This design comes from an exercise in tuning for small area, a short achievable clock period and few clock cycles per item on the open sky130 flow, not from production work.
Only simulation tests tie the RTL to the original design; equivalence was not proved.

Design SNN, start of the top module:
module SNN(
	clk,
	rst_n,
	in_valid,
	img,
	ker,
	weight,
	out_valid,
	out_data
);
input clk;
input rst_n;
input in_valid;
input [7:0] img;
input [7:0] ker;
input [7:0] weight;
output reg out_valid;
output reg [9:0] out_data;
reg       cnt_img;
reg [2:0] cnt_row;
reg [2:0] cnt_col;
always @(posedge clk or negedge rst_n) begin
	if (!rst_n) begin
		cnt_img <= 1'b0;
		cnt_row <= 3'd0;
		cnt_col <= 3'd0;
	end else if (!in_valid) begin
		cnt_img <= 1'b0;
		cnt_row <= 3'd0;
		cnt_col <= 3'd0;
	end else if (cnt_col == 3'd5) begin
		cnt_col <= 3'd0;
		if (cnt_row == 3'd5) begin
			cnt_row <= 3'd0;
			cnt_img <= ~cnt_img;
		end else
			cnt_row <= cnt_row + 3'd1;
	end else
		cnt_col <= cnt_col + 3'd1;
end
reg [7:0] k0_n, k1_n, k2_n, k3_n, k4_n, k5_n, k6_n, k7_n, k8_n;
reg [7:0] w0, w1, w2, w3;
wire cap_row0 = !cnt_img && cnt_row == 3'd0;
wire cap_row1 = !cnt_img && cnt_row == 3'd1;
wire [7:0] ker_n = ~ker;
always @(posedge clk) begin
	if (cap_row0 && cnt_col == 3'd0) k0_n <= ker_n;
	if (cap_row0 && cnt_col == 3'd1) k1_n <= ker_n;
	if (cap_row0 && cnt_col == 3'd2) k2_n <= ker_n;
	if (cap_row0 && cnt_col == 3'd3) k3_n <= ker_n;
	if (cap_row0 && cnt_col == 3'd4) k4_n <= ker_n;
	if (cap_row0 && cnt_col == 3'd5) k5_n <= ker_n;
	if (cap_row1 && cnt_col == 3'd0) k6_n <= ker_n;
	if (cap_row1 && cnt_col == 3'd1) k7_n <= ker_n;
	if (cap_row1 && cnt_col == 3'd2) k8_n <= ker_n;
	if (in_valid && cap_row0 && cnt_col == 3'd0) w0 <= weight;
	if (cap_row0 && cnt_col == 3'd1) w1 <= weight;
	if (cap_row0 && cnt_col == 3'd2) w2 <= weight;
	if (cap_row0 && cnt_col == 3'd3) w3 <= weight;
end
reg       v1;
reg [7:0] px_n;
reg       img1;
reg [2:0] row1;
reg [2:0] col1;
always @(posedge clk or negedge rst_n) begin
	if (!rst_n)
		v1 <= 1'b0;
	else
		v1 <= in_valid;
end
always @(posedge clk) begin
	px_n <= ~img;
	img1 <= cnt_img;
	row1 <= cnt_row;
	col1 <= cnt_col;
end
reg [7:0] sr1_n, sr2_n, sr3_n, sr4_n, sr5_n, sr6_n, sr7_n, sr8_n, sr9_n, sr10_n, sr11_n;
always @(posedge clk) begin
	sr1_n  <= px_n;
	sr2_n <= sr1_n;
	sr3_n <= sr2_n;
	sr4_n <= sr3_n;
	sr5_n <= sr4_n;
	sr6_n <= sr5_n;
	sr7_n <= sr6_n;
	sr8_n <= sr7_n;
	sr9_n <= sr8_n;
	sr10_n <= sr9_n;
	sr11_n <= sr10_n;
end
  ...
Size in the first run: about 2700 cells after synthesis, about 490 flip-flops, ~38 I/O pins.
Settings: LEC_CHECK=0, CAP_MARGIN=20, CORE_MARGIN=2, CORE_UTILIZATION=65, CTS_BUF_LIST=sky130_fd_sc_hd__clkbuf_16, CTS_CLUSTER_DIAMETER=100, CTS_CLUSTER_SIZE=20, SLEW_MARGIN=20, SYNTH_HIERARCHICAL=1; clock period 17.0 ns.
standard.sh (not shown) runs the stock make flow with config.mk's settings and CLKGATE_MAP_FILE= SYNTH_SCRIPT=/design/flow/synth_recipe.tcl, a recipe that flattens the netlist after the stock synthesis.
==> flow/flow/run.sh <==
#!/bin/bash
# The standard layout (standard.sh), with these changes to how it is made:
#  - the port buffers are buf_4 cells instead of the cell buffer_ports picks
#    by default (a slow delay buffer);
#  - the timing repair steps aim for 12.45 ns of setup slack on the 17 ns
#    clock and may change a cell's footprint, so they size up the gates of
#    the longest paths. The clock, its period and the constraints are
#    unchanged.
set -o pipefail
bash standard.sh \
  BUFFER_PORTS_ARGS="-buffer_cell sky130_fd_sc_hd__buf_4" \
  SETUP_SLACK_MARGIN=12.45 \
  MATCH_CELL_FOOTPRINT=0 \
  finish 2>&1 | tee standard.log
Testbench counts at the start, summed over its fixed seeds: cycles 14,976, items 192.
Then changed:
--- a/flow/flow/run.sh
+++ b/flow/flow/run.sh
@@ -4,0 +5,2 @@
+#  - after placement's resizing, the output registers are given the
+#    strongest drive of their own cell type (flow/upsize_out.tcl);
@@ -11,0 +14 @@
+  POST_RESIZE_TCL="$PWD/flow/upsize_out.tcl" \
==> flow/flow/upsize_out.tcl (new file) <==
# Output registers: a stronger flip-flop of the same type, so the output
# ports are driven sooner after the clock edge.
foreach inst [get_cells -quiet {out_data* out_valid*}] {
  puts "upsize_out: [get_full_name $inst] -> sky130_fd_sc_hd__dfrtp_4"
  replace_cell $inst sky130_fd_sc_hd__dfrtp_4
}
Settings changed: CORE_UTILIZATION 65 to 55.
Outcome: Synthesized area does not change. Cell count climbs by a few percent. Wire length is higher slightly. Design area rises slightly. Setup slack got worse by 0.024 ns.
Then changed:
--- a/flow/flow/run.sh
+++ b/flow/flow/run.sh
@@ -5,2 +4,0 @@
-#  - after placement's resizing, the output registers are given the
-#    strongest drive of their own cell type (flow/upsize_out.tcl);
@@ -14 +11,0 @@
-  POST_RESIZE_TCL="$PWD/flow/upsize_out.tcl" \
Settings changed: CTS_CLUSTER_DIAMETER 100 to 110, CTS_CLUSTER_SIZE 20 to 24.
removed: flow/flow/upsize_out.tcl
Result: Hold slack gets better by 0.0082 ns; synthesized area stays the same; non-clock buffer count drops by 7; worst setup slack is better by 0.12 ns; register-to-register slack improves by 0.15 ns; critical path depth is unchanged.
Then changed:
--- a/flow/flow/run.sh
+++ b/flow/flow/run.sh
@@ -5 +5 @@
-#  - the timing repair steps aim for 12.45 ns of setup slack on the 17 ns
+#  - the timing repair steps aim for 12.5 ns of setup slack on the 17 ns
@@ -12 +12 @@
-  SETUP_SLACK_MARGIN=12.45 \
+  SETUP_SLACK_MARGIN=12.5 \
Settings changed: CORE_UTILIZATION 55 to 50.
- wire length hardly moves
- die area increases by 9.8%
- register-to-register slack loses 0.02 ns
- design area increases by 0.48%
- setup slack stays flat
- area after synthesis stays the same
- non-clock buffer count increases by 10
Then changed:
--- a/flow/flow/run.sh
+++ b/flow/flow/run.sh
@@ -5 +5 @@
-#  - the timing repair steps aim for 12.5 ns of setup slack on the 17 ns
+#  - the timing repair steps aim for 12.45 ns of setup slack on the 17 ns
@@ -12 +12 @@
-  SETUP_SLACK_MARGIN=12.5 \
+  SETUP_SLACK_MARGIN=12.45 \
Settings changed: ABC_AREA set to 1, CORE_UTILIZATION 50 to 55, CTS_CLUSTER_DIAMETER 110 to 100, CTS_CLUSTER_SIZE 24 to 20.
=>
- The new run produced a clean layout
- synthesized cell count rose by 10%
- die area fell by 8.1%
- worst hold slack got worse by 0.0068 ns
- sequential cell count is unchanged
Then changed:
--- a/flow/flow/run.sh
+++ b/flow/flow/run.sh
@@ -5 +5 @@
-#  - the timing repair steps aim for 12.45 ns of setup slack on the 17 ns
+#  - the timing repair steps aim for 12.5 ns of setup slack on the 17 ns
@@ -12 +12 @@
-  SETUP_SLACK_MARGIN=12.45 \
+  SETUP_SLACK_MARGIN=12.5 \
Settings changed: ABC_AREA 1 to unset, CTS_CLUSTER_DIAMETER 100 to 115, CTS_CLUSTER_SIZE 20 to 26.
What happened: The changed run produced a clean layout. Non-clock buffer count came out higher by 54. Die area shrinks slightly. Cell count fell by a little under a tenth.

==> what the ideal ports hide <==
Ports are ideal in the flow. The routed layouts listed here were re-timed in OpenROAD.
Step 1: set_driving_cell puts a clkbuf_16 on clk and a buf_2 on each other input, an assumption about the parent block.
Step 2 times the ports against the registers' clock, not the clock port: input delays grow and output delays shrink by t, the midpoint of the rising clock arrivals with the driver on.
Slacks: ideal / step 1 / step 2; pairs: ideal / step 1.
run	shift t [ns]	slack for setup (ns)	worst hold slack (ns)	worst setup path after step 2
the first run	0.657	12.406 / 12.406 / 12.406	0.324 / 0.324 / 0.324	register to register
the second run	0.685	12.382 / 12.314 / 12.423	0.322 / 0.322 / 0.322	register to register
the third run	0.649	12.498 / 12.433 / 12.575	0.330 / 0.330 / 0.330	register to register
the fourth run	0.647	12.498 / 12.434 / 12.552	0.331 / 0.331 / 0.331	register to register
the fifth run	0.659	12.471 / 12.412 / 12.406	0.324 / 0.324 / 0.324	input to register
the sixth run	0.641	12.491 / 12.426 / 12.616	0.325 / 0.325 / 0.325	input to register
After both steps setup and hold are still met in every run listed. The setup slack of the fifth run, which loses most, moves by -0.059 ns with the drivers and by -0.065 ns with both steps.
